This design comes from an exercise in tuning for small area on the open sky130 flow, not from production work.
In this exercise RTL edits were held to simulation tests only and were not proved equivalent to the original.
No activity file was given, so power comes from the tool's default toggle rates.

Setup of tundra:
==> flow/design.v (excerpt) <==
module top_level(
   input         clk,
   input         rst,
   input  [31:0] wb_addr,   
   input         wb_we,     
   input         wb_stb,   
   input         wb_cyc,   
   input  [31:0] wb_dout,   
   output [31:0] wb_din,    
   output        wb_ack,    
   output        spi_mosi,
   output        spi_sck,
   output        spi_ss,
   input         spi_miso
);
clock: 3.5 ns
lec_check: 0
abc_area: 1
cap_margin: 0
core_margin: 2
core_utilization: 70
cts_buf_list: sky130_fd_sc_hd__clkbuf_8
cts_cluster_diameter: 60
cts_cluster_size: 20
slew_margin: 0
synth_hierarchical: 1
standard.sh (not shown) runs the stock make flow with config.mk's settings and CLKGATE_MAP_FILE= SYNTH_SCRIPT=/design/flow/synth_recipe.tcl, a recipe that flattens the netlist after the stock synthesis.
==> flow/flow/run.sh <==
#!/bin/bash
# Own flow: the standard layout, but synthesis maps logic with an
# area-oriented ABC script (flow/area.abc). Each tool's output goes to a log
# file in the work folder.
set -euo pipefail
W=$(pwd)
export OWN_WORK=$W
export OWN_ABC_SCRIPT=$W/flow/area.abc
make -C "$FLOW_HOME" DESIGN_CONFIG="$W/config.mk" WORK_HOME="$W/orfs" CLKGATE_MAP_FILE= \
  SYNTH_SCRIPT="$W/flow/own_synth.tcl" synth > "$W/own_synth.log" 2>&1
export BUFFER_PORTS_ARGS="-buffer_cell sky130_fd_sc_hd__buf_1"
export REMOVE_ABC_BUFFERS=1
bash standard.sh > "$W/standard.log" 2>&1
==> flow/flow/area.abc <==
strash
dch
amap
topo
==> flow/flow/own_synth.tcl <==
proc abc {args} {
  set i [lsearch -exact $args -script]
  if {$i >= 0} { lset args [expr {$i + 1}] $::env(OWN_ABC_SCRIPT) }
  yosys abc {*}$args
}
source $::env(OWN_WORK)/synth_recipe.tcl
tundra finished end to end and its layout was clean on timing, DRC and antenna.
[inputs] harbor vs tundra
Settings: setting GPL_TIMING_DRIVEN to 0 for the first time; changing CTS_CLUSTER_SIZE from 20 to 18.
diff --git a/flow/flow/run.sh b/flow/flow/run.sh
--- a/flow/flow/run.sh
+++ b/flow/flow/run.sh
@@ -11,3 +11,2 @@
 export BUFFER_PORTS_ARGS="-buffer_cell sky130_fd_sc_hd__buf_1"
-export REMOVE_ABC_BUFFERS=1
 bash standard.sh > "$W/standard.log" 2>&1
Findings:
- Layout checks on harbor: not met. Flow itself completed; violations: setup timing.
- Changes observed in harbor relative to tundra: vias after detailed routing climbed about 8%; achievable frequency dropped about 2.6%.
- The capture point of the worst path comes out wb_din[1] in one run and spi_interface.wr_fifo.addr[3] in the other, namely in tundra and harbor respectively.
- From harbor to tundra, die area did not move at all.
- Setup-violating endpoint count in the final report, harbor and tundra: smaller value in tundra
- harbor: met1 wire length is 1200 um higher than what tundra reported.
- Global-route usage for harbor: 3.2 points up relative to tundra

top_level again, from the RTL that the note above started with.
export LEC_CHECK = 0
export ABC_AREA = 1
export CAP_MARGIN = 0
export CORE_MARGIN = 2
export CORE_UTILIZATION = 60
export CTS_BUF_LIST = sky130_fd_sc_hd__clkbuf_16
export CTS_CLUSTER_DIAMETER = 100
export CTS_CLUSTER_SIZE = 30
export SLEW_MARGIN = 0
export SYNTH_HIERARCHICAL = 1
create_clock -name core_clock -period 3.5 [get_ports {clk}]
==> flow/flow/run.sh <==
#!/bin/bash
# Own flow: the standard layout, but synthesis maps logic with an
# area-oriented ABC script (flow/area.abc). Each tool's output goes to a log
# file in the work folder.
set -euo pipefail
W=$(pwd)
export OWN_WORK=$W
export OWN_ABC_SCRIPT=$W/flow/area.abc
make -C "$FLOW_HOME" DESIGN_CONFIG="$W/config.mk" WORK_HOME="$W/orfs" CLKGATE_MAP_FILE= \
  SYNTH_SCRIPT="$W/flow/own_synth.tcl" synth > "$W/own_synth.log" 2>&1
export BUFFER_PORTS_ARGS="-buffer_cell sky130_fd_sc_hd__buf_1"
bash standard.sh > "$W/standard.log" 2>&1
Scripts as last shown in full above: flow/flow/area.abc, flow/flow/own_synth.tcl
Then changed:
Settings changed: CORE_UTILIZATION 60 to 76, CTS_BUF_LIST sky130_fd_sc_hd__clkbuf_16 to sky130_fd_sc_hd__clkbuf_8, CTS_CLUSTER_DIAMETER 100 to 60, CTS_CLUSTER_SIZE 30 to 18.
Cell area shrinks by 0.46%.
Maximum frequency is lower by 2.1%.
Final cell count fell by 2.7%.
Via count went up by 5.9%.
Sequential share of layout area goes up by 0.23 points.
Clock-buffer cell count rises by 9.
Then changed:
Settings changed: CORE_UTILIZATION 76 to 65.
Result: Area after synthesis does not change. Cell area went up by about 2.3%. Wire length went down by about 1.7%. Utilization went down by 11 points.

Starting RTL as in the previous note.
Design top_level, start of the top module:
module top_level(
   input         clk,
   input         rst,
   input  [31:0] wb_addr,   
   input         wb_we,     
   input         wb_stb,   
   input         wb_cyc,   
   input  [31:0] wb_dout,   
   output [31:0] wb_din,    
   output        wb_ack,    
   output        spi_mosi,
   output        spi_sck,
   output        spi_ss,
   input         spi_miso
);
export LEC_CHECK = 0
export ABC_AREA = 1
export CAP_MARGIN = 0
export CORE_MARGIN = 2
export CORE_UTILIZATION = 70
export CTS_BUF_LIST = sky130_fd_sc_hd__clkbuf_8
export CTS_CLUSTER_DIAMETER = 60
export CTS_CLUSTER_SIZE = 18
export SLEW_MARGIN = 0
export SYNTH_HIERARCHICAL = 1
create_clock -name core_clock -period 3.5 [get_ports {clk}]
Scripts as last shown in full above: flow/flow/run.sh, flow/flow/area.abc, flow/flow/own_synth.tcl
The first run finished with timing, DRC and antenna clean.
Change:
Settings changed: PLACE_DENSITY set to 0.72.
After rerunning: Core utilization stays the same; routed wire length stays the same; combinational power stays flat; non-clock buffer count is unchanged; worst setup slack is unchanged; power does not change; register-to-register slack barely changes; via count does not change.

== job 7692 ==
Another version of the RTL of top_level (not shown whole).
Size: roughly 110 I/O pins, ~12000 µm² of cells after synthesis.
export LEC_CHECK = 0
export ABC_AREA = 1
export CAP_MARGIN = 0
export CORE_MARGIN = 2
export CORE_UTILIZATION = 71
export CTS_BUF_LIST = sky130_fd_sc_hd__clkbuf_8
export CTS_CLUSTER_DIAMETER = 60
export CTS_CLUSTER_SIZE = 18
export SLEW_MARGIN = 0
export SYNTH_HIERARCHICAL = 1
create_clock -name core_clock -period 3.5 [get_ports {clk}]
==> flow/flow/run.sh <==
#!/bin/bash
# Own flow: the standard layout, but synthesis maps logic with an
# area-oriented ABC script (flow/area.abc). Each tool's output goes to a log
# file in the work folder.
set -euo pipefail
W=$(pwd)
export OWN_WORK=$W
export OWN_ABC_SCRIPT=$W/flow/area.abc
make -C "$FLOW_HOME" DESIGN_CONFIG="$W/config.mk" WORK_HOME="$W/orfs" CLKGATE_MAP_FILE= \
  SYNTH_SCRIPT="$W/flow/own_synth.tcl" synth > "$W/own_synth.log" 2>&1
export BUFFER_PORTS_ARGS="-buffer_cell sky130_fd_sc_hd__buf_1"
export REMOVE_ABC_BUFFERS=1
bash standard.sh > "$W/standard.log" 2>&1
Scripts as last shown in full above: flow/flow/area.abc, flow/flow/own_synth.tcl
Job 7692: no failed stages, no open violations at the end
[inputs] job 5003 vs job 7692
- a change of CORE_UTILIZATION from 71 to 72
### Flow results
- Job 5003 went all the way through the flow, and no timing, DRC or antenna check failed.
- Relative to job 7692, the vias after detailed routing measured on job 5003 has increased slightly.
- Job 5003 vs job 7692 — fill cell instance count of the final layout dropped 157.
- Power in the clock group, job 5003 vs job 7692: down by a few percent
- Per the comparison of job 5003 with job 7692, power -1.4%; final cell area excluding filler cells -43 µm²; global-route usage over all layers +0.85 points; clock-buffer cell count -about 4%.
Here is what was changed in the inputs of job 6365 compared with job 5003.
- CORE_UTILIZATION: 72 -> 74
==> comparison <==
- Hold violation total from the final report: job 6365 vs job 5003 identical
- Compared with job 5003, job 6365 shows portion of the clock cycle consumed by the worst path in the final layout higher by 0.27 points.
- Via count normalized by instance count (job 6365 over job 5003): increase, about 0.36%
- On job 6365: final hold slack is 15 ps lower than what job 5003 gave.
- From job 5003 to job 6365 the numbers moved as follows: final-layout fill cell count down 2.8%, overall power after layout higher, die area dropped 2.6%.
Edits applied to the flow inputs when going from job 6365 to job 3192:
- CORE_UTILIZATION changed from 74 to 73
### Flow results
In the tables for job 3192 and job 6365, share of the core filled with cells in the final layout reads higher with job 6365.
Status: combinational cell fraction of total power parity (job 3192, job 6365)
Job 6365 → job 3192: clock group share of total power went down 1.2 points, clock tree buffer count of the final layout went down 2, proportion of power drawn by flip-flops and latches went up 1.2 points.
Edits applied to the flow inputs when going from job 3192 to job 9968:
- swapping 73 for 70 in CORE_UTILIZATION
--- a/flow/flow/run.sh
+++ b/flow/flow/run.sh
@@ -10,4 +10,3 @@
   SYNTH_SCRIPT="$W/flow/own_synth.tcl" synth > "$W/own_synth.log" 2>&1
 export BUFFER_PORTS_ARGS="-buffer_cell sky130_fd_sc_hd__buf_1"
-export REMOVE_ABC_BUFFERS=1
 bash standard.sh > "$W/standard.log" 2>&1
--- outcome ---
Status: internal power of the cells parity (job 3192, job 9968)
The floorplan core area of job 9968 exceeds that of job 3192 by about 4.3%.
| power drawn by the combinational cells | lower: job 3192 |
Job 3192 → job 9968: number of slew-limit violations in the final report has remained practically unchanged; height of the die now larger.
Origin of the worst setup path: spi_interface.rd_fifo.addr[3] -> job 3192, spi_interface.rd_fifo.addr[0] -> job 9968
--- input diff job 9968..job 4548 ---
--- a/flow/flow/run.sh
+++ b/flow/flow/run.sh
@@ -10,3 +10,4 @@
   SYNTH_SCRIPT="$W/flow/own_synth.tcl" synth > "$W/own_synth.log" 2>&1
 export BUFFER_PORTS_ARGS="-buffer_cell sky130_fd_sc_hd__buf_1"
+export REMOVE_ABC_BUFFERS=1
 bash standard.sh > "$W/standard.log" 2>&1
## What came out
Job 4548 was carried through to the last stage, and its layout satisfied the timing, design-rule and antenna checks.
Job 9968 -> job 4548: aggregate negative setup slack delta 0, exact match
Via count was lower in job 4548 than in job 9968.
The share of the core filled with cells of job 9968 and that of job 4548 are within noise of each other.
Comparing job 9968 and job 4548, the lower length of the first detailed-routing pass in iterations was measured on job 9968.

separate check: timing with driven ports:
How much do the figures lean on ideal ports? The routed layouts below were timed once more, with nothing changed but the port constraints.
Step 1, drivers: a clkbuf_16 drives clk and a buf_2 each remaining input, both assumed.
Step 2 times the ports against the registers' clock, not the clock port: input delays grow and output delays shrink by t, the midpoint of the rising clock arrivals with the driver on.
Slacks: ideal ports / drivers / drivers and shift; pairs: ideal ports / drivers.
| run | shift t [ns] | setup slack, ns | worst setup path after step 2 | clock arrival spread, ns | worst slew at a driven data input, ns |
|---|---|---|---|---|---|
| tundra | 0.580 | 0.078 / 0.042 / -0.143 | input to register | 0.016 / 0.016 | 0.04 |
| harbor | 0.603 | -0.012 / -0.012 / -0.396 | input to register | 0.038 / 0.038 | 0.04 |
| the first run of note 2 | 0.535 | 0.154 / 0.108 / -0.085 | input to register | 0.013 / 0.012 | 0.04 |
| the second run of note 2 | 0.581 | 0.082 / 0.067 / -0.155 | input to register | 0.017 / 0.017 | 0.04 |
| the third run of note 2 | 0.611 | 0.184 / 0.140 / -0.065 | input to register | 0.018 / 0.018 | 0.04 |
| the first run of note 3 | 0.576 | 0.178 / 0.144 / -0.110 | input to register | 0.029 / 0.029 | 0.05 |
| the second run of note 3 | 0.576 | 0.178 / 0.144 / -0.110 | input to register | 0.029 / 0.029 | 0.05 |
| job 7692 | 0.583 | 0.055 / 0.018 / 0.211 | input to register | 0.017 / 0.017 | 0.04 |
| job 5003 | 0.581 | 0.135 / 0.102 / 0.200 | input to register | 0.019 / 0.019 | 0.05 |
| job 6365 | 0.591 | 0.126 / 0.090 / 0.171 | input to register | 0.030 / 0.030 | 0.04 |
| job 3192 | 0.585 | 0.124 / 0.088 / 0.208 | register to register | 0.027 / 0.027 | 0.04 |
| job 9968 | 0.583 | 0.167 / 0.129 / 0.186 | input to register | 0.018 / 0.018 | 0.04 |
| job 4548 | 0.583 | 0.118 / 0.085 / 0.147 | input to register | 0.024 / 0.024 | 0.03 |
With both steps, setup timing fails in 6 of these runs, where it was met with ideal ports. The setup slack of harbor, which loses most, moves by 0.000 ns with the drivers and by -0.384 ns with both steps.
